From an optimization exercise on the open Yosys and OpenROAD flow, aimed at small area and a short achievable clock period; shortcuts taken in it are not production practice.
Only simulation tests tie the RTL to the original design; equivalence was not proved.

## design/flow/config.mk

```make
export PLATFORM = sky130hd
export DESIGN_NAME = fp16MAC
export DESIGN_NICKNAME = fp16MAC
export VERILOG_FILES = /design/flow/design.v
export SDC_FILE = /design/flow/constraint.sdc
export NUM_CORES = 4
export LEC_CHECK = 0
export ABC_AREA = 1
export CAP_MARGIN = 20
export CORE_MARGIN = 2
export CORE_UTILIZATION = 55
export SLEW_MARGIN = 20
```

## design/flow/constraint.sdc

```tcl
create_clock -name core_clock -period 15.5 [get_ports {CLK}]
set_input_delay 3.1000 -clock core_clock [delete_from_list [all_inputs] [get_ports {CLK}]]
set_output_delay 3.1000 -clock core_clock [all_outputs]
set_load 0.01 [all_outputs]
```

## design/flow/design.v

```verilog
module fm_sk #(parameter N = 8) (a, b, cin, sum, cout);
	input  [N-1:0] a, b;
	input          cin;
	output [N-1:0] sum;
	output         cout;
	localparam L = (N >= 16) ? 5 : (N >= 8) ? 4 : (N >= 4) ? 3 : (N >= 2) ? 2 : 1;
	wire [N:0] g0 = {a & b, cin};
	wire [N:0] p0 = {a ^ b, 1'b0};
	wire [N:0] g [0:L];
	wire [N:0] p [0:L];
	assign g[0] = g0;
	assign p[0] = p0;
	genvar l, i;
	generate
		for (l = 0; l < L; l = l + 1) begin : lv
			for (i = 0; i <= N; i = i + 1) begin : bt
				if (((i >> l) & 1) == 1) begin : comb
					localparam integer J = ((i >> l) << l) - 1;
					assign g[l+1][i] = g[l][i] | (p[l][i] & g[l][J]);
					assign p[l+1][i] = p[l][i] & p[l][J];
				end else begin : pass
					assign g[l+1][i] = g[l][i];
					assign p[l+1][i] = p[l][i];
				end
			end
		end
	endgenerate
	assign sum  = p0[N:1] ^ g[L][N-1:0];
	assign cout = g[L][N];
endmodule
module fm_inc #(parameter N = 8) (a, inc, sum, cout);
	input  [N-1:0] a;
	input          inc;
	output [N-1:0] sum;
	output         cout;
	wire [N:0] c;
	assign c[0] = inc;
	genvar i;
	generate
		for (i = 1; i <= N; i = i + 1) begin : bt
			assign c[i] = inc & (&a[i-1:0]);
		end
	endgenerate
	assign sum  = a ^ c[N-1:0];
	assign cout = c[N];
endmodule
module fm_mul_pre(a, b, s, e, c);
	input  [15:0] a, b;
	output        s;
	output [4:0]  e;
	output [1:0]  c;
	wire za  = ~|a[14:0];
	wire zb  = ~|b[14:0];
	wire ia  = &a[14:10];
	wire ib  = &b[14:10];
	wire nan = (ia & |a[9:0]) | (ib & |b[9:0]);
	wire z   = za | zb;
	wire i   = ia | ib;
	assign s = a[15] ^ b[15];
	assign e = a[14:10] + b[14:10] + 5'd17;
	assign c = (nan | (z & i)) ? 2'd3 : z ? 2'd0 : i ? 2'd2 : 2'd1;
endmodule
module fm_mul_prod(ma, mb, m, st);
	input  [9:0]  ma, mb;
	output [12:0] m;
	output        st;
	wire pp_0_0 = ma[0] & mb[0];
	wire pp_0_1 = ma[0] & mb[1];
	wire pp_0_2 = ma[0] & mb[2];
	wire pp_0_3 = ma[0] & mb[3];
	wire pp_0_4 = ma[0] & mb[4];
	wire pp_0_5 = ma[0] & mb[5];
	wire pp_0_6 = ma[0] & mb[6];
	wire pp_0_7 = ma[0] & mb[7];
	wire pp_0_8 = ma[0] & mb[8];
	wire pp_0_9 = ma[0] & mb[9];
	wire pp_1_0 = ma[1] & mb[0];
	wire pp_1_1 = ma[1] & mb[1];
	wire pp_1_2 = ma[1] & mb[2];
	wire pp_1_3 = ma[1] & mb[3];
	wire pp_1_4 = ma[1] & mb[4];
	wire pp_1_5 = ma[1] & mb[5];
	wire pp_1_6 = ma[1] & mb[6];
	wire pp_1_7 = ma[1] & mb[7];
	wire pp_1_8 = ma[1] & mb[8];
	wire pp_1_9 = ma[1] & mb[9];
	wire pp_2_0 = ma[2] & mb[0];
	wire pp_2_1 = ma[2] & mb[1];
	wire pp_2_2 = ma[2] & mb[2];
	wire pp_2_3 = ma[2] & mb[3];
	wire pp_2_4 = ma[2] & mb[4];
	wire pp_2_5 = ma[2] & mb[5];
	wire pp_2_6 = ma[2] & mb[6];
	wire pp_2_7 = ma[2] & mb[7];
	wire pp_2_8 = ma[2] & mb[8];
	wire pp_2_9 = ma[2] & mb[9];
	wire pp_3_0 = ma[3] & mb[0];
	wire pp_3_1 = ma[3] & mb[1];
	wire pp_3_2 = ma[3] & mb[2];
	wire pp_3_3 = ma[3] & mb[3];
	wire pp_3_4 = ma[3] & mb[4];
	wire pp_3_5 = ma[3] & mb[5];
	wire pp_3_6 = ma[3] & mb[6];
	wire pp_3_7 = ma[3] & mb[7];
	wire pp_3_8 = ma[3] & mb[8];
	wire pp_3_9 = ma[3] & mb[9];
	wire pp_4_0 = ma[4] & mb[0];
	wire pp_4_1 = ma[4] & mb[1];
	wire pp_4_2 = ma[4] & mb[2];
	wire pp_4_3 = ma[4] & mb[3];
	wire pp_4_4 = ma[4] & mb[4];
	wire pp_4_5 = ma[4] & mb[5];
	wire pp_4_6 = ma[4] & mb[6];
	wire pp_4_7 = ma[4] & mb[7];
	wire pp_4_8 = ma[4] & mb[8];
	wire pp_4_9 = ma[4] & mb[9];
	wire pp_5_0 = ma[5] & mb[0];
	wire pp_5_1 = ma[5] & mb[1];
	wire pp_5_2 = ma[5] & mb[2];
	wire pp_5_3 = ma[5] & mb[3];
	wire pp_5_4 = ma[5] & mb[4];
	wire pp_5_5 = ma[5] & mb[5];
	wire pp_5_6 = ma[5] & mb[6];
	wire pp_5_7 = ma[5] & mb[7];
	wire pp_5_8 = ma[5] & mb[8];
	wire pp_5_9 = ma[5] & mb[9];
	wire pp_6_0 = ma[6] & mb[0];
	wire pp_6_1 = ma[6] & mb[1];
	wire pp_6_2 = ma[6] & mb[2];
	wire pp_6_3 = ma[6] & mb[3];
	wire pp_6_4 = ma[6] & mb[4];
	wire pp_6_5 = ma[6] & mb[5];
	wire pp_6_6 = ma[6] & mb[6];
	wire pp_6_7 = ma[6] & mb[7];
	wire pp_6_8 = ma[6] & mb[8];
	wire pp_6_9 = ma[6] & mb[9];
	wire pp_7_0 = ma[7] & mb[0];
	wire pp_7_1 = ma[7] & mb[1];
	wire pp_7_2 = ma[7] & mb[2];
	wire pp_7_3 = ma[7] & mb[3];
	wire pp_7_4 = ma[7] & mb[4];
	wire pp_7_5 = ma[7] & mb[5];
	wire pp_7_6 = ma[7] & mb[6];
	wire pp_7_7 = ma[7] & mb[7];
	wire pp_7_8 = ma[7] & mb[8];
	wire pp_7_9 = ma[7] & mb[9];
	wire pp_8_0 = ma[8] & mb[0];
	wire pp_8_1 = ma[8] & mb[1];
	wire pp_8_2 = ma[8] & mb[2];
	wire pp_8_3 = ma[8] & mb[3];
	wire pp_8_4 = ma[8] & mb[4];
	wire pp_8_5 = ma[8] & mb[5];
	wire pp_8_6 = ma[8] & mb[6];
	wire pp_8_7 = ma[8] & mb[7];
	wire pp_8_8 = ma[8] & mb[8];
	wire pp_8_9 = ma[8] & mb[9];
	wire pp_9_0 = ma[9] & mb[0];
	wire pp_9_1 = ma[9] & mb[1];
	wire pp_9_2 = ma[9] & mb[2];
	wire pp_9_3 = ma[9] & mb[3];
	wire pp_9_4 = ma[9] & mb[4];
	wire pp_9_5 = ma[9] & mb[5];
	wire pp_9_6 = ma[9] & mb[6];
	wire pp_9_7 = ma[9] & mb[7];
	wire pp_9_8 = ma[9] & mb[8];
	wire pp_9_9 = ma[9] & mb[9];
	wire hs0 = pp_0_9 ^ pp_1_8;
	wire hc0 = pp_0_9 & pp_1_8;
	wire fs1 = ma[0] ^ pp_1_9 ^ pp_2_8;
	wire fc1 = (ma[0] & pp_1_9) | (ma[0] & pp_2_8) | (pp_1_9 & pp_2_8);
	wire hs2 = pp_3_7 ^ pp_4_6;
	wire hc2 = pp_3_7 & pp_4_6;
	wire fs3 = ma[1] ^ pp_2_9 ^ pp_3_8;
	wire fc3 = (ma[1] & pp_2_9) | (ma[1] & pp_3_8) | (pp_2_9 & pp_3_8);
	wire hs4 = pp_4_7 ^ pp_5_6;
	wire hc4 = pp_4_7 & pp_5_6;
	wire fs5 = ma[2] ^ pp_3_9 ^ pp_4_8;
	wire fc5 = (ma[2] & pp_3_9) | (ma[2] & pp_4_8) | (pp_3_9 & pp_4_8);
	wire hs6 = pp_0_6 ^ pp_1_5;
	wire hc6 = pp_0_6 & pp_1_5;
	wire fs7 = pp_0_7 ^ pp_1_6 ^ pp_2_5;
	wire fc7 = (pp_0_7 & pp_1_6) | (pp_0_7 & pp_2_5) | (pp_1_6 & pp_2_5);
	wire hs8 = pp_3_4 ^ pp_4_3;
	wire hc8 = pp_3_4 & pp_4_3;
	wire fs9 = pp_0_8 ^ pp_1_7 ^ pp_2_6;
	wire fc9 = (pp_0_8 & pp_1_7) | (pp_0_8 & pp_2_6) | (pp_1_7 & pp_2_6);
	wire fs10 = pp_3_5 ^ pp_4_4 ^ pp_5_3;
	wire fc10 = (pp_3_5 & pp_4_4) | (pp_3_5 & pp_5_3) | (pp_4_4 & pp_5_3);
	wire hs11 = pp_6_2 ^ pp_7_1;
	wire hc11 = pp_6_2 & pp_7_1;
	wire fs12 = hs0 ^ pp_2_7 ^ pp_3_6;
	wire fc12 = (hs0 & pp_2_7) | (hs0 & pp_3_6) | (pp_2_7 & pp_3_6);
	wire fs13 = pp_4_5 ^ pp_5_4 ^ pp_6_3;
	wire fc13 = (pp_4_5 & pp_5_4) | (pp_4_5 & pp_6_3) | (pp_5_4 & pp_6_3);
	wire fs14 = pp_7_2 ^ pp_8_1 ^ pp_9_0;
	wire fc14 = (pp_7_2 & pp_8_1) | (pp_7_2 & pp_9_0) | (pp_8_1 & pp_9_0);
	wire fs15 = hc0 ^ fs1 ^ hs2;
	wire fc15 = (hc0 & fs1) | (hc0 & hs2) | (fs1 & hs2);
	wire fs16 = pp_5_5 ^ pp_6_4 ^ pp_7_3;
	wire fc16 = (pp_5_5 & pp_6_4) | (pp_5_5 & pp_7_3) | (pp_6_4 & pp_7_3);
	wire fs17 = pp_8_2 ^ pp_9_1 ^ mb[0];
	wire fc17 = (pp_8_2 & pp_9_1) | (pp_8_2 & mb[0]) | (pp_9_1 & mb[0]);
	wire fs18 = fc1 ^ hc2 ^ fs3;
	wire fc18 = (fc1 & hc2) | (fc1 & fs3) | (hc2 & fs3);
	wire fs19 = hs4 ^ pp_6_5 ^ pp_7_4;
	wire fc19 = (hs4 & pp_6_5) | (hs4 & pp_7_4) | (pp_6_5 & pp_7_4);
	wire fs20 = pp_8_3 ^ pp_9_2 ^ mb[1];
	wire fc20 = (pp_8_3 & pp_9_2) | (pp_8_3 & mb[1]) | (pp_9_2 & mb[1]);
	wire fs21 = fc3 ^ hc4 ^ fs5;
	wire fc21 = (fc3 & hc4) | (fc3 & fs5) | (hc4 & fs5);
	wire fs22 = pp_5_7 ^ pp_6_6 ^ pp_7_5;
	wire fc22 = (pp_5_7 & pp_6_6) | (pp_5_7 & pp_7_5) | (pp_6_6 & pp_7_5);
	wire fs23 = pp_8_4 ^ pp_9_3 ^ mb[2];
	wire fc23 = (pp_8_4 & pp_9_3) | (pp_8_4 & mb[2]) | (pp_9_3 & mb[2]);
	wire fs24 = fc5 ^ ma[3] ^ pp_4_9;
	wire fc24 = (fc5 & ma[3]) | (fc5 & pp_4_9) | (ma[3] & pp_4_9);
	wire fs25 = pp_5_8 ^ pp_6_7 ^ pp_7_6;
	wire fc25 = (pp_5_8 & pp_6_7) | (pp_5_8 & pp_7_6) | (pp_6_7 & pp_7_6);
	wire fs26 = pp_8_5 ^ pp_9_4 ^ mb[3];
	wire fc26 = (pp_8_5 & pp_9_4) | (pp_8_5 & mb[3]) | (pp_9_4 & mb[3]);
	wire fs27 = ma[4] ^ pp_5_9 ^ pp_6_8;
	wire fc27 = (ma[4] & pp_5_9) | (ma[4] & pp_6_8) | (pp_5_9 & pp_6_8);
	wire fs28 = pp_7_7 ^ pp_8_6 ^ pp_9_5;
	wire fc28 = (pp_7_7 & pp_8_6) | (pp_7_7 & pp_9_5) | (pp_8_6 & pp_9_5);
	wire fs29 = ma[5] ^ pp_6_9 ^ pp_7_8;
	wire fc29 = (ma[5] & pp_6_9) | (ma[5] & pp_7_8) | (pp_6_9 & pp_7_8);
	wire hs30 = pp_0_4 ^ pp_1_3;
	wire hc30 = pp_0_4 & pp_1_3;
	wire fs31 = pp_0_5 ^ pp_1_4 ^ pp_2_3;
	wire fc31 = (pp_0_5 & pp_1_4) | (pp_0_5 & pp_2_3) | (pp_1_4 & pp_2_3);
	wire hs32 = pp_3_2 ^ pp_4_1;
	wire hc32 = pp_3_2 & pp_4_1;
	wire fs33 = hs6 ^ pp_2_4 ^ pp_3_3;
	wire fc33 = (hs6 & pp_2_4) | (hs6 & pp_3_3) | (pp_2_4 & pp_3_3);
	wire fs34 = pp_4_2 ^ pp_5_1 ^ pp_6_0;
	wire fc34 = (pp_4_2 & pp_5_1) | (pp_4_2 & pp_6_0) | (pp_5_1 & pp_6_0);
	wire fs35 = hc6 ^ fs7 ^ hs8;
	wire fc35 = (hc6 & fs7) | (hc6 & hs8) | (fs7 & hs8);
	wire fs36 = pp_5_2 ^ pp_6_1 ^ pp_7_0;
	wire fc36 = (pp_5_2 & pp_6_1) | (pp_5_2 & pp_7_0) | (pp_6_1 & pp_7_0);
	wire fs37 = fc7 ^ hc8 ^ fs9;
	wire fc37 = (fc7 & hc8) | (fc7 & fs9) | (hc8 & fs9);
	wire fs38 = fs10 ^ hs11 ^ pp_8_0;
	wire fc38 = (fs10 & hs11) | (fs10 & pp_8_0) | (hs11 & pp_8_0);
	wire fs39 = fc9 ^ fc10 ^ hc11;
	wire fc39 = (fc9 & fc10) | (fc9 & hc11) | (fc10 & hc11);
	wire fs40 = fs12 ^ fs13 ^ fs14;
	wire fc40 = (fs12 & fs13) | (fs12 & fs14) | (fs13 & fs14);
	wire fs41 = fc12 ^ fc13 ^ fc14;
	wire fc41 = (fc12 & fc13) | (fc12 & fc14) | (fc13 & fc14);
	wire fs42 = fs15 ^ fs16 ^ fs17;
	wire fc42 = (fs15 & fs16) | (fs15 & fs17) | (fs16 & fs17);
	wire fs43 = fc15 ^ fc16 ^ fc17;
	wire fc43 = (fc15 & fc16) | (fc15 & fc17) | (fc16 & fc17);
	wire fs44 = fs18 ^ fs19 ^ fs20;
	wire fc44 = (fs18 & fs19) | (fs18 & fs20) | (fs19 & fs20);
	wire fs45 = fc18 ^ fc19 ^ fc20;
	wire fc45 = (fc18 & fc19) | (fc18 & fc20) | (fc19 & fc20);
	wire fs46 = fs21 ^ fs22 ^ fs23;
	wire fc46 = (fs21 & fs22) | (fs21 & fs23) | (fs22 & fs23);
	wire fs47 = fc21 ^ fc22 ^ fc23;
	wire fc47 = (fc21 & fc22) | (fc21 & fc23) | (fc22 & fc23);
	wire fs48 = fs24 ^ fs25 ^ fs26;
	wire fc48 = (fs24 & fs25) | (fs24 & fs26) | (fs25 & fs26);
	wire fs49 = fc24 ^ fc25 ^ fc26;
	wire fc49 = (fc24 & fc25) | (fc24 & fc26) | (fc25 & fc26);
	wire fs50 = fs27 ^ fs28 ^ mb[4];
	wire fc50 = (fs27 & fs28) | (fs27 & mb[4]) | (fs28 & mb[4]);
	wire fs51 = fc27 ^ fc28 ^ fs29;
	wire fc51 = (fc27 & fc28) | (fc27 & fs29) | (fc28 & fs29);
	wire fs52 = pp_8_7 ^ pp_9_6 ^ mb[5];
	wire fc52 = (pp_8_7 & pp_9_6) | (pp_8_7 & mb[5]) | (pp_9_6 & mb[5]);
	wire fs53 = fc29 ^ ma[6] ^ pp_7_9;
	wire fc53 = (fc29 & ma[6]) | (fc29 & pp_7_9) | (ma[6] & pp_7_9);
	wire fs54 = pp_8_8 ^ pp_9_7 ^ mb[6];
	wire fc54 = (pp_8_8 & pp_9_7) | (pp_8_8 & mb[6]) | (pp_9_7 & mb[6]);
	wire fs55 = ma[7] ^ pp_8_9 ^ pp_9_8;
	wire fc55 = (ma[7] & pp_8_9) | (ma[7] & pp_9_8) | (pp_8_9 & pp_9_8);
	wire hs56 = pp_0_3 ^ pp_1_2;
	wire hc56 = pp_0_3 & pp_1_2;
	wire fs57 = hs30 ^ pp_2_2 ^ pp_3_1;
	wire fc57 = (hs30 & pp_2_2) | (hs30 & pp_3_1) | (pp_2_2 & pp_3_1);
	wire fs58 = hc30 ^ fs31 ^ hs32;
	wire fc58 = (hc30 & fs31) | (hc30 & hs32) | (fs31 & hs32);
	wire fs59 = fc31 ^ hc32 ^ fs33;
	wire fc59 = (fc31 & hc32) | (fc31 & fs33) | (hc32 & fs33);
	wire fs60 = fc33 ^ fc34 ^ fs35;
	wire fc60 = (fc33 & fc34) | (fc33 & fs35) | (fc34 & fs35);
	wire fs61 = fc35 ^ fc36 ^ fs37;
	wire fc61 = (fc35 & fc36) | (fc35 & fs37) | (fc36 & fs37);
	wire fs62 = fc37 ^ fc38 ^ fs39;
	wire fc62 = (fc37 & fc38) | (fc37 & fs39) | (fc38 & fs39);
	wire fs63 = fc39 ^ fc40 ^ fs41;
	wire fc63 = (fc39 & fc40) | (fc39 & fs41) | (fc40 & fs41);
	wire fs64 = fc41 ^ fc42 ^ fs43;
	wire fc64 = (fc41 & fc42) | (fc41 & fs43) | (fc42 & fs43);
	wire fs65 = fc43 ^ fc44 ^ fs45;
	wire fc65 = (fc43 & fc44) | (fc43 & fs45) | (fc44 & fs45);
	wire fs66 = fc45 ^ fc46 ^ fs47;
	wire fc66 = (fc45 & fc46) | (fc45 & fs47) | (fc46 & fs47);
	wire fs67 = fc47 ^ fc48 ^ fs49;
	wire fc67 = (fc47 & fc48) | (fc47 & fs49) | (fc48 & fs49);
	wire fs68 = fc49 ^ fc50 ^ fs51;
	wire fc68 = (fc49 & fc50) | (fc49 & fs51) | (fc50 & fs51);
	wire fs69 = fc51 ^ fc52 ^ fs53;
	wire fc69 = (fc51 & fc52) | (fc51 & fs53) | (fc52 & fs53);
	wire fs70 = fc53 ^ fc54 ^ fs55;
	wire fc70 = (fc53 & fc54) | (fc53 & fs55) | (fc54 & fs55);
	wire fs71 = fc55 ^ ma[8] ^ pp_9_9;
	wire fc71 = (fc55 & ma[8]) | (fc55 & pp_9_9) | (ma[8] & pp_9_9);
	wire hs72 = pp_0_2 ^ pp_1_1;
	wire hc72 = pp_0_2 & pp_1_1;
	wire fs73 = hs56 ^ pp_2_1 ^ pp_3_0;
	wire fc73 = (hs56 & pp_2_1) | (hs56 & pp_3_0) | (pp_2_1 & pp_3_0);
	wire fs74 = hc56 ^ fs57 ^ pp_4_0;
	wire fc74 = (hc56 & fs57) | (hc56 & pp_4_0) | (fs57 & pp_4_0);
	wire fs75 = fc57 ^ fs58 ^ pp_5_0;
	wire fc75 = (fc57 & fs58) | (fc57 & pp_5_0) | (fs58 & pp_5_0);
	wire fs76 = fc58 ^ fs59 ^ fs34;
	wire fc76 = (fc58 & fs59) | (fc58 & fs34) | (fs59 & fs34);
	wire fs77 = fc59 ^ fs60 ^ fs36;
	wire fc77 = (fc59 & fs60) | (fc59 & fs36) | (fs60 & fs36);
	wire fs78 = fc60 ^ fs61 ^ fs38;
	wire fc78 = (fc60 & fs61) | (fc60 & fs38) | (fs61 & fs38);
	wire fs79 = fc61 ^ fs62 ^ fs40;
	wire fc79 = (fc61 & fs62) | (fc61 & fs40) | (fs62 & fs40);
	wire fs80 = fc62 ^ fs63 ^ fs42;
	wire fc80 = (fc62 & fs63) | (fc62 & fs42) | (fs63 & fs42);
	wire fs81 = fc63 ^ fs64 ^ fs44;
	wire fc81 = (fc63 & fs64) | (fc63 & fs44) | (fs64 & fs44);
	wire fs82 = fc64 ^ fs65 ^ fs46;
	wire fc82 = (fc64 & fs65) | (fc64 & fs46) | (fs65 & fs46);
	wire fs83 = fc65 ^ fs66 ^ fs48;
	wire fc83 = (fc65 & fs66) | (fc65 & fs48) | (fs66 & fs48);
	wire fs84 = fc66 ^ fs67 ^ fs50;
	wire fc84 = (fc66 & fs67) | (fc66 & fs50) | (fs67 & fs50);
	wire fs85 = fc67 ^ fs68 ^ fs52;
	wire fc85 = (fc67 & fs68) | (fc67 & fs52) | (fs68 & fs52);
	wire fs86 = fc68 ^ fs69 ^ fs54;
	wire fc86 = (fc68 & fs69) | (fc68 & fs54) | (fs69 & fs54);
	wire fs87 = fc69 ^ fs70 ^ mb[7];
	wire fc87 = (fc69 & fs70) | (fc69 & mb[7]) | (fs70 & mb[7]);
	wire fs88 = fc70 ^ fs71 ^ mb[8];
	wire fc88 = (fc70 & fs71) | (fc70 & mb[8]) | (fs71 & mb[8]);
	wire fs89 = fc71 ^ ma[9] ^ mb[9];
	wire fc89 = (fc71 & ma[9]) | (fc71 & mb[9]) | (ma[9] & mb[9]);
	wire [21:0] ra = {1'b0, fc89, fc88, fc87, fc86, fc85, fc84, fc83, fc82, fc81, fc80, fc79, fc78, fc77, fc76, fc75, fc74, fc73, hc72, hs72, pp_0_1, pp_0_0};
	wire [21:0] rb = {1'b0, 1'b1, fs89, fs88, fs87, fs86, fs85, fs84, fs83, fs82, fs81, fs80, fs79, fs78, fs77, fs76, fs75, fs74, fs73, pp_2_0, pp_1_0, 1'b0};
	wire [21:0] p = ra + rb;
	assign m  = p[21:9];
	assign st = |p[8:0];
endmodule
module fm_mul_round(s, e, c, m, st, p);
	input         s;
	input  [4:0]  e;
	input  [1:0]  c;
	input  [12:0] m;      
	input         st;     
	output [15:0] p;
	wire hi = m[12];
	wire r  = hi ? m[1] : m[0];
	wire g  = hi ? m[2] : m[1];
	wire sk = st | (hi & m[0]);
	wire up = r & (g | sk);
	wire [10:0] k  = hi ? m[12:2] : m[11:1];
	wire [11:0] kp = {1'b0, k} + up;
	wire        cy = hi | kp[11];
	wire [9:0]  f  = kp[11] ? kp[10:1] : kp[9:0];
	wire [4:0]  ex = e + cy;
	reg [14:0] mag;
	always @(*) begin
		case (c)
			2'd0: mag = 15'h0000;
			2'd1: mag = {ex, f};
			2'd2: mag = 15'h7c00;
			default: mag = 15'h7c01;
		endcase
	end
	assign p = {s, mag};
endmodule
module fm_add(A, B, Y);
	input  [15:0] A, B;
	output [15:0] Y;
	wire       sA = A[15], sB = B[15];
	wire [4:0] eA = A[14:10], eB = B[14:10];
	wire [9:0] mA = A[9:0],   mB = B[9:0];
	wire zA  = ~|eA;
	wire zB  = ~|eB;
	wire iA  = &eA;
	wire iB  = &eB;
	wire nan = (iA & |mA) | (iB & |mB);
	wire sub = sA ^ sB;
	wire [4:0] dab, dba;
	wire       cab, cba;
	fm_sk #(5) u_dab(.a(eA), .b(~eB), .cin(1'b1), .sum(dab), .cout(cab));    
	fm_sk #(5) u_dba(.a(eB), .b(~eA), .cin(1'b1), .sum(dba), .cout(cba));    
	wire [9:0] mdum;
	wire       cm;
	fm_sk #(10) u_mc(.a(mA), .b(~mB), .cin(1'b1), .sum(mdum), .cout(cm));    
	wire       d0   = cab & cba;
	wire       ge   = cab;                       
	wire       gm   = cab & (~cba | cm);         
	wire [4:0] d    = ge ? dab : dba;
	wire [4:0] emax = ge ? eA : eB;
	wire [10:0] Mbig = gm ? {1'b1, mA} : {1'b1, mB};
	wire [10:0] Msm  = gm ? {1'b1, mB} : {1'b1, mA};
	wire        sbig = gm ? sA : sB;
	wire [21:0] yal = {Msm, 11'b0} >> d;
	wire        st8 = |yal[8:0];
	wire        st9 = st8 | yal[9];
	wire        st10 = st9 | yal[10];
	wire [11:0] H;
	wire        Hc;
	fm_sk #(12) u_h(.a({1'b0, Mbig}), .b({12{sub}} ^ {1'b0, yal[21:11]}), .cin(sub & ~st10), .sum(H), .cout(Hc));
	wire        R10 = yal[10] ^ (sub & st9);
	wire        R9  = yal[9]  ^ (sub & st8);
	wire        n0 = H[11];
	wire        n1 = ~H[11] & H[10];
	wire        n2 = ~H[11] & ~H[10];
	wire [10:0] fk = ({11{n0}} & H[11:1]) | ({11{n1}} & H[10:0]) | ({11{n2}} & {H[9:0], R10});
	wire        fr = (n0 & H[0]) | (n1 & R10) | (n2 & R9);
	wire        fg = (n0 & H[1]) | (n1 & H[0]) | (n2 & R10);
	wire        fs = (n0 & st10) | (n1 & st9) | (n2 & st8);
	wire        fup = fr & (fg | fs);
	wire [10:0] fkp;
	wire        fov;
	fm_inc #(11) u_fi(.a(fk), .inc(fup), .sum(fkp), .cout(fov));
	wire [4:0]  emp1, emp2, emm1;
	wire        dc0, dc1, dc2;
	fm_inc #(5) u_e1(.a(emax), .inc(1'b1), .sum(emp1), .cout(dc0));
	fm_inc #(5) u_e2(.a(emp1), .inc(1'b1), .sum(emp2), .cout(dc1));
	fm_sk  #(5) u_e3(.a(emax), .b(5'b11111), .cin(1'b0), .sum(emm1), .cout(dc2));
	wire [4:0]  fe = n0 ? (fov ? emp2 : emp1) :
	                 n1 ? (fov ? emp1 : emax) :
	                      (fov ? emax : emm1);
	wire [14:0] far_mag = {fe, fkp[9:0]};
	wire [11:0] T;
	wire        Tc;
	fm_sk #(12) u_t(.a({Mbig, 1'b0}), .b(~(d0 ? {Msm, 1'b0} : {1'b0, Msm})), .cin(1'b1), .sum(T), .cout(Tc));
	reg [3:0] lz;
	always @(*) begin
		casez (T[10:0])
			11'b1??????????: lz = 4'd0;
			11'b01?????????: lz = 4'd1;
			11'b001????????: lz = 4'd2;
			11'b0001???????: lz = 4'd3;
			11'b00001??????: lz = 4'd4;
			11'b000001?????: lz = 4'd5;
			11'b0000001????: lz = 4'd6;
			11'b00000001???: lz = 4'd7;
			11'b000000001??: lz = 4'd8;
			default:         lz = 4'd9;
		endcase
	end
	wire [10:0] V  = T[10:0] << lz;
	wire [4:0]  en;
	wire        enc;
	fm_sk #(5) u_en(.a(emax), .b(~{1'b0, lz}), .cin(1'b0), .sum(en), .cout(enc));    
	wire        nv = V[10];
	wire [15:0] near_res = nv ? {sbig, en, V[9:0]} : {6'b0, V[9:0]};
	wire        near_sel = sub & (d0 | ((d == 5'd1) & ~T[11]));
	wire [15:0] normal = near_sel ? near_res : {sbig, far_mag};
	assign Y = nan ? 16'h7c01 :
	           zA  ? B :
	           zB  ? A :
	           (iA | iB) ? (sub ? 16'h7c01 : {sA, 15'h7c00}) :
	           normal;
endmodule
module fp16MAC(a, b, acc, CLK, RESETn);
	input [15:0] a, b;
	input CLK, RESETn;
	output reg [15:0] acc;
	wire        pre_s;
	wire [4:0]  pre_e;
	wire [1:0]  pre_c;
	fm_mul_pre u_pre(.a(a), .b(b), .s(pre_s), .e(pre_e), .c(pre_c));
	reg        in_s;
	reg [1:0]  in_c;
	reg [4:0]  in_e;
	reg [9:0]  in_ma, in_mb;
	wire [12:0] mul_m;
	wire        mul_st;
	fm_mul_prod u_prod(.ma(in_ma), .mb(in_mb), .m(mul_m), .st(mul_st));
	reg        md_s;
	reg [1:0]  md_c;
	reg [4:0]  md_e;
	reg [12:0] md_m;
	reg        md_st;
	wire [15:0] prod_w;
	fm_mul_round u_rnd(.s(md_s), .e(md_e), .c(md_c), .m(md_m), .st(md_st), .p(prod_w));
	reg [15:0] prod;
	wire [15:0] sum_w;
	fm_add u_add(.A(acc), .B(prod), .Y(sum_w));
	always @(posedge CLK, negedge RESETn) begin
		if (!RESETn) begin
			in_s <= 1'b0;
			in_c <= 2'd0;
			md_s <= 1'b0;
			md_c <= 2'd0;
			prod <= 16'd0;
			acc  <= 16'd0;
		end else begin
			in_s <= pre_s;
			in_c <= pre_c;
			md_s <= in_s;
			md_c <= in_c;
			prod <= prod_w;
			acc  <= sum_w;
		end
	end
	always @(posedge CLK) begin
		in_e  <= pre_e;
		in_ma <= a[9:0];
		in_mb <= b[9:0];
		md_e  <= in_e;
		md_m  <= mul_m;
		md_st <= mul_st;
	end
endmodule
```

## design/flow/flow/run.sh

```bash
#!/bin/bash
# Own flow: the standard layout (standard.sh: the same ORFS scripts and
# settings), except that the full/half adder cells are on the don't-use list.
# Yosys's extract_fa otherwise turns the arithmetic into chains of slow
# fa/ha cells with inverters around them; without them ABC maps the same
# logic into ordinary gates.  Registers, floorplan, power grid, placement,
# clock tree and routing are the standard flow's.
set -euo pipefail
cp config.mk own_config.mk
cat >> own_config.mk <<'EOC'
export DONT_USE_CELLS += sky130_fd_sc_hd__fa_1 sky130_fd_sc_hd__fa_2 sky130_fd_sc_hd__fa_4 sky130_fd_sc_hd__ha_1 sky130_fd_sc_hd__ha_2 sky130_fd_sc_hd__ha_4
export SETUP_SLACK_MARGIN = 10.5
EOC
sed -E "s#DESIGN_CONFIG=[^ ]+#DESIGN_CONFIG=$PWD/own_config.mk#" standard.sh > own_standard.sh
grep -q "DESIGN_CONFIG=$PWD/own_config.mk" own_standard.sh
bash own_standard.sh > standard.log 2>&1
```

## design/flow/standard.sh

```bash
#!/bin/bash
# synth_recipe.tcl (not shown) runs the flow's synth.tcl, then flattens the netlist and writes it again
# the make line also repeats each setting of config.mk as NAME=value (left out here)
make -C /OpenROAD-flow-scripts/flow DESIGN_CONFIG=/design/flow/config.mk WORK_HOME=/design/flow/orfs CLKGATE_MAP_FILE= SYNTH_SCRIPT=/design/flow/synth_recipe.tcl "${@:-finish}"
```

==> results of run 1 <==
-- metal layers --
metal,vias up,wire length (µm)
met5,-,0
met1,5996,14500
met2,614,17700
met4,0,2050
li1,6825,-
met3,157,2370
-- metrics by stage --
stage / instance area, µm² / hold slack, ns / instances
final: 14500 / 0.327 / 2480
after CTS: 13000 / 0.327 / 2394
after global placement: 12100 / 0.313 / 2334
after detailed placement: 12100 / 0.313 / 2334
after floorplan: 11500 / 0.310 / 2063
after global routing: 14500 / 0.339 / 2480
-- worst reg2reg max path: cells and delay by family (launching register included) --
family / cells / cell delay (ns)
simple gates: 26 / 2.61
buf+inv: 6 / 0.81
compound gates: 4 / 0.73
xor+xnor: 2 / 0.66
flops: 1 / 0.44
-- kinds of logic after synthesis --
family | count (synthesis) | synth area share
AO/OA/AOI/OAI | 296 | 0.144
multiplexers | 8 | 0.00695
XOR/XNOR | 131 | 0.103
AND/OR/NAND/NOR | 1181 | 0.459
flip-flops | 82 | 0.159
buffers and inverters | 365 | 0.128
-- repair_timing --
item / 4_1_cts / 5_1_grt
pin swaps: 30 / 73
gates cloned: 6 / 3
resized for setup: 66 / 216
setup endpoints to repair: 16 / 21
setup buffers: 38 / 83
-- final timing paths --
path	end	slack, ns	cells after the start	from
setup / recovery	acc[14]$_DFFE_PN0P_	10.21	38	prod[11]$_DFF_PN0_
hold / removal	md_e[2]$_DFF_P_	0.33	0	in_e[2]$_DFF_P_
setup reg to reg	acc[14]$_DFFE_PN0P_	10.21	38	prod[11]$_DFF_PN0_
hold reg to reg	md_e[2]$_DFF_P_	0.33	0	in_e[2]$_DFF_P_
max in group asynchronous	prod[1]$_DFF_PN0_	12.02	1	RESETn
min in group asynchronous	acc[13]$_DFFE_PN0P_	2.87	1	RESETn
-- cells in the mapped netlist, types with 3 or more instances --
library cell,number,area (µm²)
nand3_2,22,220
o31ai_1,5,37.5
o21ai_1,37,185
o211ai_1,9,67.6
clkinv_1,3,11.3
o2111ai_1,4,35.0
nand4_1,29,181
a21oi_2,4,35.0
nor2_1,202,758
nor2_4,6,67.6
inv_2,26,97.6
nor3_1,13,65.1
nand2_4,11,124
mux2i_1,8,80.1
o22ai_1,4,25.0
xnor2_1,30,263
and2_1,5,31.3
clkbuf_1,26,97.6
a31oi_1,9,56.3
o21ai_2,3,26.3
nand3_1,140,701
dfxtp_1,44,881
or2_1,4,25.0
or2_2,19,119
nor3b_1,4,30.0
nor4_1,4,25.0
buf_6,6,67.6
a22oi_1,5,37.5
nand2_1,669,2510
a21oi_1,90,450
xor2_1,97,850
dfrtp_1,38,951
nand4_4,3,63.8
a211oi_1,3,22.5
buf_4,7,52.6
o21ai_0,109,546
nor2_2,7,43.8
nand2_2,34,213
inv_1,286,1070
xor2_2,3,48.8
buf_2,7,35.0
-- placed cells by master, fill, tap and decap left out, types with 5 or more instances in the layout --
cell type | Yosys | layout
clkdlybuf4s50_1 | 0 | 48
nand2_2 | 34 | 64
dfxtp_1 | 44 | 34
dfxtp_2 | 0 | 7
or2_2 | 19 | 17
xnor2_1 | 30 | 29
a21oi_2 | 4 | 10
nand3_2 | 22 | 65
xor2_1 | 97 | 94
inv_4 | 0 | 7
a31oi_1 | 9 | 8
nor2_1 | 202 | 188
nand2_1 | 669 | 617
clkbuf_16 | 0 | 9
nor3_1 | 13 | 9
nand4_1 | 29 | 29
dfrtp_2 | 0 | 16
nand3_4 | 1 | 10
dfrtp_1 | 38 | 22
o21ai_1 | 37 | 35
o21ai_2 | 3 | 9
o211ai_1 | 9 | 9
o21ai_0 | 109 | 103
nand2_8 | 1 | 9
mux2i_1 | 8 | 8
nand2_4 | 11 | 33
buf_4 | 7 | 105
buf_6 | 6 | 12
nor2_2 | 7 | 11
inv_1 | 286 | 275
inv_2 | 26 | 30
a21oi_1 | 90 | 83
nand3_1 | 140 | 88
nor2_4 | 6 | 16
a22oi_1 | 5 | 5
-- area by class of cell --
cell class | count | area (µm²)
multi-input cells | 1625 | 9260
fillers | 1763 | 5960
flip-flops and latches | 82 | 1870
repair buffers | 171 | 1500
inverters | 316 | 1220
well taps | 270 | 338
clock buffers | 9 | 225
clock inverters | 7 | 50.0
-- state kept, by name, summed over array words and instances, names as in the netlist, 5 cells and up --
register,count
md_m,13
in_e,5
md_e,5
in_ma,10
prod,16
acc,16
in_mb,10
==> results.toml, run 1 <==
[die]
core_um2 = 20400
initial_utilization = 0.564
io_pins = 50
die_y_um = 149
dieArea_um2 = 22100
die_x_um = 149
rows = 52

[sta]
finalSetupViolations = 0
fmaxAchievable_mhz = 189
setup_tns_ns = 0
slew_headroom = 0.418
finClkSkew_ns = 0.00678
worst_pin_slew_ns = 0.874
layout_setup_ws_ns = 10.21
rsz0062_at_grt = "true"
post-route-period-util = 0.342
finalHoldViolCount = 0
period_needed_ns = 5.29
drv_slew = 0

[placement]
portBuffers = 49
dpl_worst_slack_ns = 9.66
gp_congestion = 1.01
dpl.hpwl_um = 26400

[synthesis]
postSynthAreaPerCell_um2 = 5.59
synth-seq-area-share = 0.159
synth.ff_latch_count = 82
synthCells = 2063
syn-cell-area_um2 = 11500
synth.distinct_cells = 65
synthFlopType = "dfxtp_1"
synth_edf_count = 0
synth_nets = 2097
synth_warnings = 6
ys_async_sr_fraction = 0.463

[critical_path]
critPathTopFamily = "simple AND/OR/NAND/NOR gates"
cpMostUsedCell = "nand2_1"
critPathMaxFanout = 10
end_kind = "flop"
critPathLaunchType = "flop"
critPathMaxStageDelay_ns = 0.45
cp_slowest_cell = "xor2_1"
crit_type = "reg -> reg"
path_buf_inv = 6
cp_data_arrival_time_ns = 5.57
worstPathRequired_ns = 15.77

[route]
wl_um = 36700
drt_iter0_drc = 1146
ant_nets = 0
remaining_drc_errors = 0
vias = 13600
wire_per_inst_um = 14.8
dr.pass1.iters = 7
viasPerCell = 5.48

[grt]
antenna_found_initial = 0
top_usage_layer = "met2"
met2_usage = 0.541
grtUsageMet1 = 0.356
track_usage = 0.303
grt_max_degree = 39
use_met3 = 0.0333
grt_pass1_wl_um = 54600
gr-total-overflow = 0
first_global_vias = 11800

[finish]
num-nets-final = 2239
postLayoutCoreUtil = 0.708
syn2layout_area_growth_pct = 25.6
drive_gt1_frac = 0.218
antenna_cells = 0

[cts]
ctsLongestPathBuffers = 2
clkTransAtPathRegs_ns = 0.06
cts_root_buffer = "clkbuf_16"
cts_tree = "done"
clk_latency_ns = 0.34
cts_made_buffers = 9
h-tree-depth = 3
cts_sinks = 82
postCtsHoldBufs = 0

[status]
outcome = "timing/DRC/antenna clean"

[min_path]
hp-class = "reg -> reg"

[run]
drv_cap = 0
==> run 2: changes to the inputs <==
--- a/design/flow/flow/run.sh
+++ b/design/flow/flow/run.sh
@@ -11,3 +11,3 @@
 export DONT_USE_CELLS += sky130_fd_sc_hd__fa_1 sky130_fd_sc_hd__fa_2 sky130_fd_sc_hd__fa_4 sky130_fd_sc_hd__ha_1 sky130_fd_sc_hd__ha_2 sky130_fd_sc_hd__ha_4
-export SETUP_SLACK_MARGIN = 10.5
+export SETUP_SLACK_MARGIN = 11.5
 EOC
==> run 2 against run 1 <==
Effect of this change:
- still clean on timing, DRC and antenna
- register-to-register slack worse by 0.12 ns
- clock skew up 0.0010 ns
- wire length grew 17%
- sequential cell count unchanged
- synthesized area stayed put
- cell count up 3.8%
- non-clock buffer count rose by 95
- worst hold slack got worse by 0.0021 ns
- first-iteration DRC count up 11%
- final area is 9.7% higher
- critical endpoint is now acc[9]$_DFFE_PN0P_
==> results.toml, run 2 <==
[finish]
drive_gt1_frac = 0.322
num-nets-final = 2334
syn2layout_area_growth_pct = 37.7
regArea_um2 = 1910
multiInputGateArea_um2 = 9780
stdcell_count = 2575
antenna_cells = 0
postLayoutCoreUtil = 0.777
final_common_cell = "nand2_1"
nFillCells = 1517
largest_registers = "acc (16), prod (16), md_m (13)"
final_cell_mix = "nand2_1, inv_1, buf_4, nor2_1, nand2_2"

[grt]
grt_pass1_wl_um = 61400
grt_max_degree = 39
first_global_vias = 13000
gr-total-overflow = 0
antenna_found_initial = 0
track_usage = 0.339

[sta]
drv_slew = 0
post-route-period-util = 0.349
worst_pin_slew_ns = 0.870
period_needed_ns = 5.41
setup_tns_ns = 0
slew_headroom = 0.420
hold_slack_ns = 0.325
rsz0062_at_grt = "true"
layout_setup_ws_ns = 10.09
fmaxAchievable_mhz = 185
finalSetupViolations = 0
finClkSkew_ns = 0.00779
finalHoldViolCount = 0

[critical_path]
crit_type = "reg -> reg"
end_kind = "flop"
startpoint = "acc[14]$_DFFE_PN0P_"
critPathMaxStageDelay_ns = 0.43
critPathTopFamily = "simple AND/OR/NAND/NOR gates"
cpMostUsedCell = "nand2_1"
cp_slowest_cell = "dfrtp_2"
cp_data_arrival_time_ns = 5.70
path_buf_inv = 5
critPathMaxFanout = 8
timing.rr.start = "acc[14]$_DFFE_PN0P_"
worstPathRequired_ns = 15.79
critPathLaunchType = "flop"

[route]
wl_um = 42900
vias = 14800
ant_nets = 0
drt_iter0_drc = 1268
wire_per_inst_um = 16.6
remaining_drc_errors = 0
dr.pass1.iters = 8
viasPerCell = 5.74

[status]
outcome = "timing/DRC/antenna clean"

[synthesis]
yosys.area.top_type = "nand2_1"
syn-cell-area_um2 = 11500
ys_async_sr_fraction = 0.463
synth-seq-area-share = 0.159
synth.ff_latch_count = 82
synth.distinct_cells = 65
synthCells = 2063
synthFlopType = "dfxtp_1"
synth_edf_count = 0
synth_nets = 2097
synthDominantCellAreaShare = 0.218
synth_commonest_cells = "nand2_1, inv_1, nor2_1"
yosys-top-cells-area = "nand2_1, inv_1, dfrtp_1"
postSynthAreaPerCell_um2 = 5.59
synth_warnings = 6
synth_most_common_cell = "nand2_1"

[cts]
clk_latency_ns = 0.35
cts_root_buffer = "clkbuf_16"
postCtsHoldBufs = 0
cts_sinks = 82
ctsLongestPathBuffers = 2
cts_made_buffers = 9
h-tree-depth = 3
cts_tree = "done"
clkTransAtPathRegs_ns = 0.07

[min_path]
hp-class = "reg -> reg"
hp-start = "in_e[4]$_DFF_P_"

[placement]
place_inst = 2334
dpl.hpwl_um = 26700
portBuffers = 49
gp_congestion = 1.03
dpl_worst_slack_ns = 9.53

[die]
core_um2 = 20400
dieArea_um2 = 22100
rows = 52
io_pins = 50
die_x_um = 149
initial_utilization = 0.564
die_y_um = 149

[run]
drv_cap = 0
run 2: kinds of logic (layout without fill, tap and decap cells):
logic type      Yosys count  in the layout  share of synthesized area
flops                    82             82                      0.159
mux                       8              8                    0.00695
compound gates          296            296                      0.144
xor+xnor                131            131                      0.103
simple gates           1181           1189                      0.459
buf+inv                 365            599                      0.128
run 2: stage by stage:
| step | cell area (µm²) |
|---|---|
| finish | 15900 |
| global route | 15900 |
| CTS | 14600 |
| detailed placement | 12200 |
| global placement | 12200 |
| floorplan | 11700 |
run 2: routing by layer:
metal	vias up	share of wire	track usage	wire length (µm)
li1	7002	-	-	-
met1	6688	0.37	0.391	15900
met2	832	0.48	0.608	20500
met3	266	0.081	0.0434	3490
met4	0	0.070	0.190	2990
met5	-	0	0	0
run 2: worst paths after layout:
path                       slack, ns                 end  cells past startpoint
max                            10.09  acc[9]$_DFFE_PN0P_                     39
min                             0.33     md_e[4]$_DFF_P_                      0
max reg2reg                    10.09  acc[9]$_DFFE_PN0P_                     39
min reg2reg                     0.33     md_e[4]$_DFF_P_                      0
max in group asynchronous      12.03   prod[6]$_DFF_PN0_                      1
min in group asynchronous       2.87  prod[15]$_DFF_PN0_                      1
run 2: area by class of cell:
class                   instances  area share
repair inverters                1     0.00102
well taps                     270      0.0213
flip-flops and latches         82       0.120
repair buffers                266       0.145
clock inverters                 7     0.00520
inverters                     316      0.0771
multi-input cells            1624       0.616
clock buffers                   9      0.0142
run 2: what timing repair did:
item,CTS,global route
setup endpoints to repair,44,42
resized for setup,382,215
gates cloned,9,0
setup buffers,146,70
pin swaps,116,134
endpoints found under the hold margin,0,0
==> run 3: changes to the inputs <==
==> design/flow/flow/run.sh (replaced) <==
#!/bin/bash
# Own flow: the standard layout (standard.sh, unchanged ORFS scripts and
# settings) with its own synthesis script, flow/own_synth.tcl (see there).
# Floorplan, power grid, placement, clock tree and routing are the standard
# flow's.  Each make step writes its full log under orfs/logs/; the make
# output itself goes to standard.log here.
set -euo pipefail
sed -E "s#SYNTH_SCRIPT=[^ ]+#SYNTH_SCRIPT=$PWD/flow/own_synth.tcl#" standard.sh > own_standard.sh
grep -q "SYNTH_SCRIPT=$PWD/flow/own_synth.tcl" own_standard.sh
bash own_standard.sh > standard.log 2>&1
==> design/flow/flow/abc_area.script (new file) <==
strash
dch
amap
topo
stime -c
buffer -c
upsize -c
dnsize -c
==> design/flow/flow/abc_fast.script (new file) <==
strash
dch
map -B 0.9
topo
stime -c
buffer -c
upsize -c
dnsize -c
==> design/flow/flow/own_synth.tcl (new file) <==
set own_dir [file dirname [file normalize [info script]]]
proc synth {args} {
  if {[lsearch -exact $args "fine:"] >= 0} {
    yosys synth -nofsm -noshare -noabc {*}$args
  } else {
    yosys synth -nofsm -noshare {*}$args
  }
}
proc extract_fa {args} { yosys extract_fa {*}$args fm_mul_prod }
proc keep_hierarchy {args} {
  foreach m {fm_add fm_mul_prod fm_mul_round} { yosys setattr -mod -set keep_hierarchy 1 $m }
}
proc abc {args} {
  global own_dir
  set i [expr {[lsearch -exact $args -script] + 1}]
  yosys abc {*}[lreplace $args $i $i $own_dir/abc_fast.script] fm_add
  yosys abc {*}[lreplace $args $i $i $own_dir/abc_area.script] fm_mul_prod fm_mul_round fp16MAC
}
source $::env(SCRIPTS_DIR)/synth.tcl
# left out here: clear keep_hierarchy, flatten, clean up, hide names made inside functions, write 1_2_yosys.v
--- a/design/flow/config.mk
+++ b/design/flow/config.mk
@@ -10,3 +10,4 @@
 export CORE_MARGIN = 2
-export CORE_UTILIZATION = 55
+export CORE_UTILIZATION = 70
 export SLEW_MARGIN = 20
+export SYNTH_HIERARCHICAL = 1
==> run 3 against run 2 <==
Effect of this change:
- non-clock buffer count down 216
- final area decreased by 27%
- setup slack got worse by 0.46 ns
- synthesized cell count fell by 24%
- register-to-register slack lost 0.46 ns
==> results.toml, run 3 <==
[sta]
layout_setup_ws_ns = 9.62
post-route-period-util = 0.379
finalHoldViolCount = 0
period_needed_ns = 5.88
finalSetupViolations = 0
hold_slack_ns = 0.321
finClkSkew_ns = 0.0122
rsz0062_at_grt = "false"
setup_tns_ns = 0
slew_headroom = 0.262
fmaxAchievable_mhz = 170
drv_slew = 0
worst_pin_slew_ns = 1.10

[min_path]
hp-class = "reg -> reg"
min_path_cells = 0
hold_end = "md_e[0]$_DFF_P_"
hp-start = "in_e[0]$_DFF_P_"

[synthesis]
synth_edf_count = 0
synth_most_common_cell = "nand2_1"
postSynthAreaPerCell_um2 = 6.82
ys_async_sr_fraction = 0.463
yosys-top-cells-area = "fa_1, nand2_1, dfrtp_1"
synth_commonest_cells = "nand2_1, nor2_1, inv_1"
synth_nets = 1721
syn-cell-area_um2 = 10800
synthCells = 1577
synth.ff_latch_count = 82
synth_warnings = 12
synthFlopType = "dfxtp_1"
synthDominantCellAreaShare = 0.151
yosys.area.top_type = "fa_1"
synth-seq-area-share = 0.170
synth.distinct_cells = 80

[grt]
first_global_vias = 10700
gr-total-overflow = 0
antenna_found_initial = 0
grt_max_degree = 39
track_usage = 0.402
grt_pass1_wl_um = 51700

[route]
routed-wl-met2_um = 15900
remaining_drc_errors = 0
wl_um = 32300
wire_per_inst_um = 18.1
m1WireLength_um = 11700
dr_wl_met3_um = 2360
vias = 11100
drt_iter0_drc = 1001
ant_nets = 0
viasPerCell = 6.23
highest_layer = "met4"
dr.pass1.iters = 6

[critical_path]
timing.rr.start = "acc[14]$_DFF_PN0_"
cp_slowest_cell = "dfrtp_1"
cp_data_arrival_time_ns = 6.09
end_kind = "flop"
critPathMaxStageDelay_ns = 0.45
r2r-end = "acc[10]$_DFF_PN0_"
worstPathRequired_ns = 15.71
crit_cells = 32
rrSetupSlack_ns = 9.62
critPathMaxFanout = 24
reg2reg_depth = 32
critPathLaunchType = "flop"
cpMostUsedCell = "nand2_1"
crit_type = "reg -> reg"
critPathTopFamily = "simple AND/OR/NAND/NOR gates"
path_buf_inv = 3

[finish]
antenna_cells = 0
final_cell_mix = "nand2_1, nor2_1, inv_1, nand3_1, fa_1"
postLayoutCoreUtil = 0.763
regArea_um2 = 1830
syn2layout_area_growth_pct = 6.96
largest_registers = "acc (16), prod (16), md_m (13)"
drive_gt1_frac = 0.0934
final_common_cell = "nand2_1"
multiInputGateArea_um2 = 7870
num-nets-final = 1735
nFillCells = 1136

[status]
outcome = "timing/DRC/antenna clean"

[cts]
cts_tree = "done"
ctsLongestPathBuffers = 2
cts_made_buffers = 9
clkTransAtPathRegs_ns = 0.07
cts_setup_buffers = 0
postCtsHoldBufs = 0
cts_sinks = 82
cts_root_buffer = "clkbuf_16"
ctsResizeCount = 0
h-tree-depth = 3
clk_latency_ns = 0.34

[die]
dieArea_um2 = 16400
initial_utilization = 0.713
die_y_um = 128
die_x_um = 128
core_um2 = 15100
rows = 45
io_pins = 50

[placement]
dpl_worst_slack_ns = 9.77
dpl.hpwl_um = 24200
portBuffers = 49
gp_congestion = 0.983

[run]
drv_cap = 0
==> run 3: final cells by class <==
cell class,instances,share of cell area
multi-input combinational,1250,0.684
sequential,82,0.159
inverter,198,0.0647
timing repair buffer,50,0.0428
tap,188,0.0204
clock buffer,9,0.0196
clock inverter,7,0.00967
==> run 3: cell families (layout without fill, tap and decap cells) <==
| logic type | Yosys count | in the layout | synth area share |
|---|---|---|---|
| DFF | 82 | 82 | 0.170 |
| buffers and inverters | 245 | 264 | 0.0985 |
| xor gates and xnor gates | 43 | 43 | 0.0364 |
| AOI/OAI and AO/OA | 263 | 263 | 0.152 |
| and+or+nand+nor | 834 | 834 | 0.358 |
| adders and majority gates | 110 | 110 | 0.184 |
==> run 3: worst max-delay path by stage <==
| stage | start | endpoint | slack [ns] |
|---|---|---|---|
| 2_1_floorplan | in_ma[3]$_DFF_P_ | md_m[11]$_DFF_P_ | 10.97 |
| 4_1_cts | acc[14]$_DFF_PN0_ | acc[10]$_DFF_PN0_ | 9.76 |
| 3_3_place_gp | acc[14]$_DFF_PN0_ | acc[10]$_DFF_PN0_ | 9.83 |
| 6_report | acc[14]$_DFF_PN0_ | acc[10]$_DFF_PN0_ | 9.62 |
| 5_1_grt | acc[14]$_DFF_PN0_ | acc[10]$_DFF_PN0_ | 9.12 |
| 3_5_place_dp | acc[14]$_DFF_PN0_ | acc[10]$_DFF_PN0_ | 9.77 |
==> run 3: worst reg2reg max path: cells and delay by family, from the launching register on <==
kind	cells	cell delay (ns)
simple gates	24	3.73
compound gates	4	0.79
buf+inv	3	0.59
flops	1	0.45
xor+xnor	1	0.18
==> run 3: per-layer routing <==
metal	vias up	GRT usage
li1	5173	-
met1	5108	0.453
met2	648	0.713
met3	177	0.0576
met4	0	0.259
met5	-	0
==> run 3: modules after synthesis, one instance, submodules excluded <==
module,flops+latches,cell area [µm²]
fm_add,0,4990
fm_mul_prod,0,3200
fp16MAC,82,2110
fm_mul_round,0,465
==> run 3: metrics by stage <==
stage / cells / cell area (µm²)
2_1_floorplan: 1577 / 10800
3_3_place_gp: 1768 / 11200
3_5_place_dp: 1768 / 11200
4_1_cts: 1784 / 11500
5_1_grt: 1784 / 11500
6_report: 1784 / 11500
==> run 4: changes to the inputs <==
--- a/design/flow/config.mk
+++ b/design/flow/config.mk
@@ -10,3 +10,3 @@
 export CORE_MARGIN = 2
-export CORE_UTILIZATION = 70
+export CORE_UTILIZATION = 55
 export SLEW_MARGIN = 20
==> run 4 against run 3 <==
Effect of this change:
- core utilization shrank 16 points
- sequential share of layout area shrank 0.071 points
- worst hold slack lost 0.0014 ns
- register-to-register slack is essentially flat
==> results.toml, run 4 <==
[placement]
gp_congestion = 1.01
portBuffers = 49
dpl.hpwl_um = 23900

[sta]
post-route-period-util = 0.378
finalSetupViolations = 0
period_needed_ns = 5.86
finClkSkew_ns = 0.0121
slew_headroom = 0.436
setup_tns_ns = 0
fmaxAchievable_mhz = 171
drv_slew = 0
finalHoldViolCount = 0
worst_pin_slew_ns = 0.837
rsz0062_at_grt = "false"
hold_slack_ns = 0.320

[synthesis]
synthDominantCellAreaShare = 0.151
synth_edf_count = 0
synthCells = 1577
ys_async_sr_fraction = 0.463
yosys-top-cells-area = "fa_1, nand2_1, dfrtp_1"
synth_most_common_cell = "nand2_1"
syn-cell-area_um2 = 10800
synth_commonest_cells = "nand2_1, nor2_1, inv_1"
postSynthAreaPerCell_um2 = 6.82
synth_nets = 1721
synth.ff_latch_count = 82
synth.distinct_cells = 80
synthFlopType = "dfxtp_1"
yosys.area.top_type = "fa_1"
synth-seq-area-share = 0.170
synth_warnings = 12

[grt]
antenna_found_initial = 0
gr-total-overflow = 0
first_global_vias = 9882
track_usage = 0.291
grt_pass1_wl_um = 47700
grt_max_degree = 39

[route]
vias = 10400
drt_iter0_drc = 552
ant_nets = 0
wl_um = 29100
viasPerCell = 5.57
remaining_drc_errors = 0
wire_per_inst_um = 15.7
dr.pass1.iters = 7

[cts]
cts_tree = "done"
cts_setup_buffers = 0
ctsResizeCount = 0
cts_made_buffers = 9
h-tree-depth = 3
clkTransAtPathRegs_ns = 0.07
clk_latency_ns = 0.34
cts_sinks = 82
ctsLongestPathBuffers = 2
cts_root_buffer = "clkbuf_16"
postCtsHoldBufs = 0

[finish]
antenna_cells = 0
syn2layout_area_growth_pct = 7.44
postLayoutCoreUtil = 0.598
drive_gt1_frac = 0.0940
largest_registers = "acc (16), prod (16), md_m (13)"
num-nets-final = 1735
final_cell_mix = "nand2_1, nor2_1, inv_1, nand3_1, fa_1"
final_common_cell = "nand2_1"

[critical_path]
critPathMaxFanout = 24
cp_data_arrival_time_ns = 6.10
end_kind = "flop"
r2r-end = "acc[11]$_DFF_PN0_"
startpoint = "acc[14]$_DFF_PN0_"
reg2reg_depth = 38
timing.rr.start = "acc[14]$_DFF_PN0_"
endpoint = "acc[11]$_DFF_PN0_"
rrSetupSlack_ns = 9.64
worstPathRequired_ns = 15.73
critPathLaunchType = "flop"
cp_slowest_cell = "inv_1"
cpMostUsedCell = "nand2_1"
crit_type = "reg -> reg"
critPathMaxStageDelay_ns = 0.51

[status]
outcome = "timing/DRC/antenna clean"

[die]
dieArea_um2 = 20700
die_x_um = 144
die_y_um = 144
io_pins = 50
rows = 51
core_um2 = 19300
initial_utilization = 0.557

[run]
drv_cap = 0

[min_path]
hp-class = "reg -> reg"
run 4: cell counts after synthesis:
Identical to the previous run, type by type.
run 4: layout make-up:
class                      instances  area, µm²
multi-input combinational       1250       7870
fill                            1929       7770
sequential                        82       1830
inverter                         198        744
timing repair buffer              50        493
tap                              265        332
clock buffer                       9        225
clock inverter                     7       63.8
run 4: per-layer routing:
layer	track usage	vias up	routed length [µm]
li1	-	5167	-
met3	0.0313	72	1080
met4	0.122	0	1120
met1	0.341	4854	12000
met2	0.539	275	15000
met5	0	-	0
run 4: how the worst min path moves through the flow:
| stage | from | endpoint | slack [ns] | depth (start not counted) |
|---|---|---|---|---|
| after floorplan | in_e[0]$_DFF_P_ | md_e[0]$_DFF_P_ | 0.31 | 0 |
| after global placement | in_e[3]$_DFF_P_ | md_e[3]$_DFF_P_ | 0.31 | 0 |
| after detailed placement | in_e[0]$_DFF_P_ | md_e[0]$_DFF_P_ | 0.32 | 0 |
| after CTS | in_e[0]$_DFF_P_ | md_e[0]$_DFF_P_ | 0.32 | 0 |
| after global routing | in_e[3]$_DFF_P_ | md_e[3]$_DFF_P_ | 0.32 | 0 |
| final | in_e[3]$_DFF_P_ | md_e[3]$_DFF_P_ | 0.32 | 0 |
run 4: Yosys stat by module (local to each module, per instance):
module | flops+latches | copies in the design | cells | area [µm²]
fm_add | 0 | 1 | 994 | 4990
fm_mul_round | 0 | 1 | 79 | 465
fm_mul_prod | 0 | 1 | 365 | 3200
fp16MAC | 82 | 1 | 139 | 2110
run 4: cell families (layout without fill, tap and decap cells):
family | count (synthesis) | count (layout) | synth area share
xor+xnor | 43 | 43 | 0.0364
flops | 82 | 82 | 0.170
fa+ha+maj | 110 | 110 | 0.184
compound gates | 263 | 263 | 0.152
simple gates | 834 | 834 | 0.358
buf+inv | 245 | 264 | 0.0985
run 4: critical path, delay by kind of cell, from the launching register on:
kind	cells	cell delay [ns]
flip-flops	1	0.46
AO/OA/AOI/OAI	2	0.56
AND/OR/NAND/NOR	33	3.98
buffers and inverters	3	0.71
run 4: stage by stage:
step | instances | instance area, µm² | worst slack, ns
finish | 1861 | 11600 | 9.64
global route | 1861 | 11600 | 9.12
CTS | 1861 | 11600 | 9.70
detailed placement | 1845 | 11300 | 9.71
global placement | 1845 | 11300 | 9.74
floorplan | 1577 | 10800 | 10.97
==> run 5: changes to the inputs <==
--- a/design/flow/config.mk
+++ b/design/flow/config.mk
@@ -8,6 +8,6 @@
 export ABC_AREA = 1
-export CAP_MARGIN = 20
+export CAP_MARGIN = 80
 export CORE_MARGIN = 2
 export CORE_UTILIZATION = 55
-export SLEW_MARGIN = 20
+export SLEW_MARGIN = 80
 export SYNTH_HIERARCHICAL = 1
==> run 5 against run 4 <==
Effect of this change:
- critical path depth increased by 4
- wire length increased by 2.6%
- non-clock buffer count increased by 27
- synthesized cell count unchanged
- via count increased by 1.1%
- cell count increased by 1.5%
- setup slack improved by 0.25 ns
- synthesized area unchanged
- critical endpoint unchanged
==> results.toml, run 5 <==
[status]
outcome = "timing/DRC/antenna clean"

[critical_path]
cp_data_arrival_time_ns = 5.84
worstPathRequired_ns = 15.73
cpMostUsedCell = "nand2_1"
reg2reg_depth = 42
critPathMaxFanout = 24
cp_slowest_cell = "dfrtp_1"
critPathMaxStageDelay_ns = 0.44
rrSetupSlack_ns = 9.89
crit_type = "reg -> reg"
critPathLaunchType = "flop"
end_kind = "flop"

[synthesis]
postSynthAreaPerCell_um2 = 6.82
synthDominantCellAreaShare = 0.151
ys_async_sr_fraction = 0.463
synth.ff_latch_count = 82
synth_most_common_cell = "nand2_1"
synthCells = 1577
syn-cell-area_um2 = 10800
synth_commonest_cells = "nand2_1, nor2_1, inv_1"
synth_nets = 1721
yosys-top-cells-area = "fa_1, nand2_1, dfrtp_1"
synthFlopType = "dfxtp_1"
synth.distinct_cells = 80
synth-seq-area-share = 0.170
yosys.area.top_type = "fa_1"
synth_edf_count = 0
synth_warnings = 12

[sta]
layout_setup_ws_ns = 9.89
finalSetupViolations = 0
finClkSkew_ns = 0.0116
fmaxAchievable_mhz = 178
setup_tns_ns = 0
slew_headroom = 0.798
post-route-period-util = 0.362
drv_slew = 0
rsz0062_at_grt = "false"
finalHoldViolCount = 0
period_needed_ns = 5.61
worst_pin_slew_ns = 0.302

[finish]
syn2layout_area_growth_pct = 14.8
fin_area_um2 = 12400
nFillCells = 1814
drive_gt1_frac = 0.161
num-nets-final = 1762
final_cell_mix = "nand2_1, nor2_1, inv_1, nand3_1, fa_1"
antenna_cells = 0
stdcell_count = 1888
largest_registers = "acc (16), prod (16), md_m (13)"
final_common_cell = "nand2_1"

[grt]
grt_pass1_wl_um = 48900
first_global_vias = 10200
track_usage = 0.297
gr-total-overflow = 0
antenna_found_initial = 0
grt_max_degree = 33

[route]
ant_nets = 0
wl_um = 29900
vias = 10500
drt_iter0_drc = 497
wire_per_inst_um = 15.8
remaining_drc_errors = 0
viasPerCell = 5.55
dr.pass1.iters = 5

[placement]
gp_congestion = 1.01
dpl.hpwl_um = 24500
dpl_cell_area_um2 = 11900
place_inst = 1867
dpl_worst_slack_ns = 9.98
portBuffers = 49

[die]
io_pins = 50
die_y_um = 144
core_um2 = 19300
initial_utilization = 0.557
rows = 51
dieArea_um2 = 20700
die_x_um = 144

[cts]
clkTransAtPathRegs_ns = 0.07
h-tree-depth = 3
ctsLongestPathBuffers = 2
cts_setup_buffers = 0
cts_made_buffers = 9
cts_sinks = 82
postCtsHoldBufs = 0
clk_latency_ns = 0.34
cts_tree = "done"
ctsResizeCount = 0
cts_root_buffer = "clkbuf_16"

[run]
drv_cap = 0

[min_path]
hp-class = "reg -> reg"
min_path_cells = 0
run 5: kinds of logic after synthesis:
family	Yosys count	share of synthesized area
compound gates	263	0.152
flops	82	0.170
fa+ha+maj	110	0.184
xor+xnor	43	0.0364
buf+inv	245	0.0985
simple gates	834	0.358
run 5: final cells by class:
cell class | instances | area [µm²] | area share
Clock buffer | 11 | 243 | 0.0197
Inverter | 198 | 778 | 0.0630
Timing Repair Buffer | 77 | 669 | 0.0542
Clock inverter | 5 | 85.1 | 0.00689
Tap cell | 265 | 332 | 0.0268
Multi-Input combinational cell | 1250 | 8400 | 0.680
Sequential cell | 82 | 1850 | 0.150
run 5: through the flow:
step,util,hold slack [ns]
floorplan,-,0.310
global placement,0.583,0.312
detailed placement,0.614,0.316
CTS,0.631,0.329
global route,0.639,0.334
finish,0.639,0.327
run 5: final timing paths:
| kind | endpoint | start |
|---|---|---|
| hold reg to reg | md_e[0]$_DFF_P_ | in_e[0]$_DFF_P_ |
| max in group asynchronous | in_c[1]$_DFF_PN0_ | RESETn |
| setup / recovery | acc[11]$_DFF_PN0_ | prod[13]$_DFF_PN0_ |
| setup reg to reg | acc[11]$_DFF_PN0_ | prod[13]$_DFF_PN0_ |
| hold / removal | md_e[0]$_DFF_P_ | in_e[0]$_DFF_P_ |
| min in group asynchronous | acc[15]$_DFF_PN0_ | RESETn |
run 5: worst max-delay path, delay by kind of cell, from the launching register on:
kind | cells | cell delay, ns
buffers and inverters | 7 | 0.81
flip-flops | 1 | 0.44
XOR/XNOR | 1 | 0.18
AO/OA/AOI/OAI | 2 | 0.22
AND/OR/NAND/NOR | 32 | 3.79
run 5: per-layer routing:
| layer | track usage | vias up | share of wire |
|---|---|---|---|
| li1 | - | 5222 | - |
| met4 | 0.137 | 0 | 0.042 |
| met1 | 0.341 | 4902 | 0.40 |
| met3 | 0.0347 | 84 | 0.037 |
| met2 | 0.549 | 274 | 0.52 |
| met5 | 0 | - | 0 |
run 5: per-module statistics from Yosys, one instance, submodules excluded:
| module | cells | flip-flops and latches |
|---|---|---|
| fp16MAC | 139 | 82 |
| fm_mul_prod | 365 | 0 |
| fm_mul_round | 79 | 0 |
| fm_add | 994 | 0 |

## port drivers added, routing unchanged
Ports are ideal in the flow. The routed layouts listed here were re-timed in OpenROAD.
Step 1 assumes that a clkbuf_16 drives the clock port and a buf_2 every other input.
Step 2 adds t to the input delays and takes it off the output delays; t is the mean of the earliest and latest rising clock arrival at the registers after step 1. Input paths then give back, and output paths get back, about the clock's delay inside the block.
Three values: no drivers, after step 1, after step 2; two values: the first two.
| run | t (ns) | setup slack, ns | worst setup path after step 2 | latest minus earliest clock arrival (ns) | worst register clock-pin slew, ns |
|---|---|---|---|---|---|
| run 1 | 0.381 | 10.205 / 10.205 / 10.205 | register to register | 0.007 / 0.008 | 0.06 / 0.06 |
| run 2 | 0.386 | 10.087 / 10.087 / 10.087 | register to register | 0.008 / 0.008 | 0.07 / 0.07 |
| run 3 | 0.380 | 9.623 / 9.623 / 9.623 | register to register | 0.013 / 0.012 | 0.07 / 0.07 |
| run 4 | 0.379 | 9.635 / 9.635 / 9.635 | register to register | 0.012 / 0.012 | 0.07 / 0.07 |
| run 5 | 0.378 | 9.886 / 9.886 / 9.886 | register to register | 0.012 / 0.012 | 0.07 / 0.07 |
After both steps setup and hold are still met in every run listed.
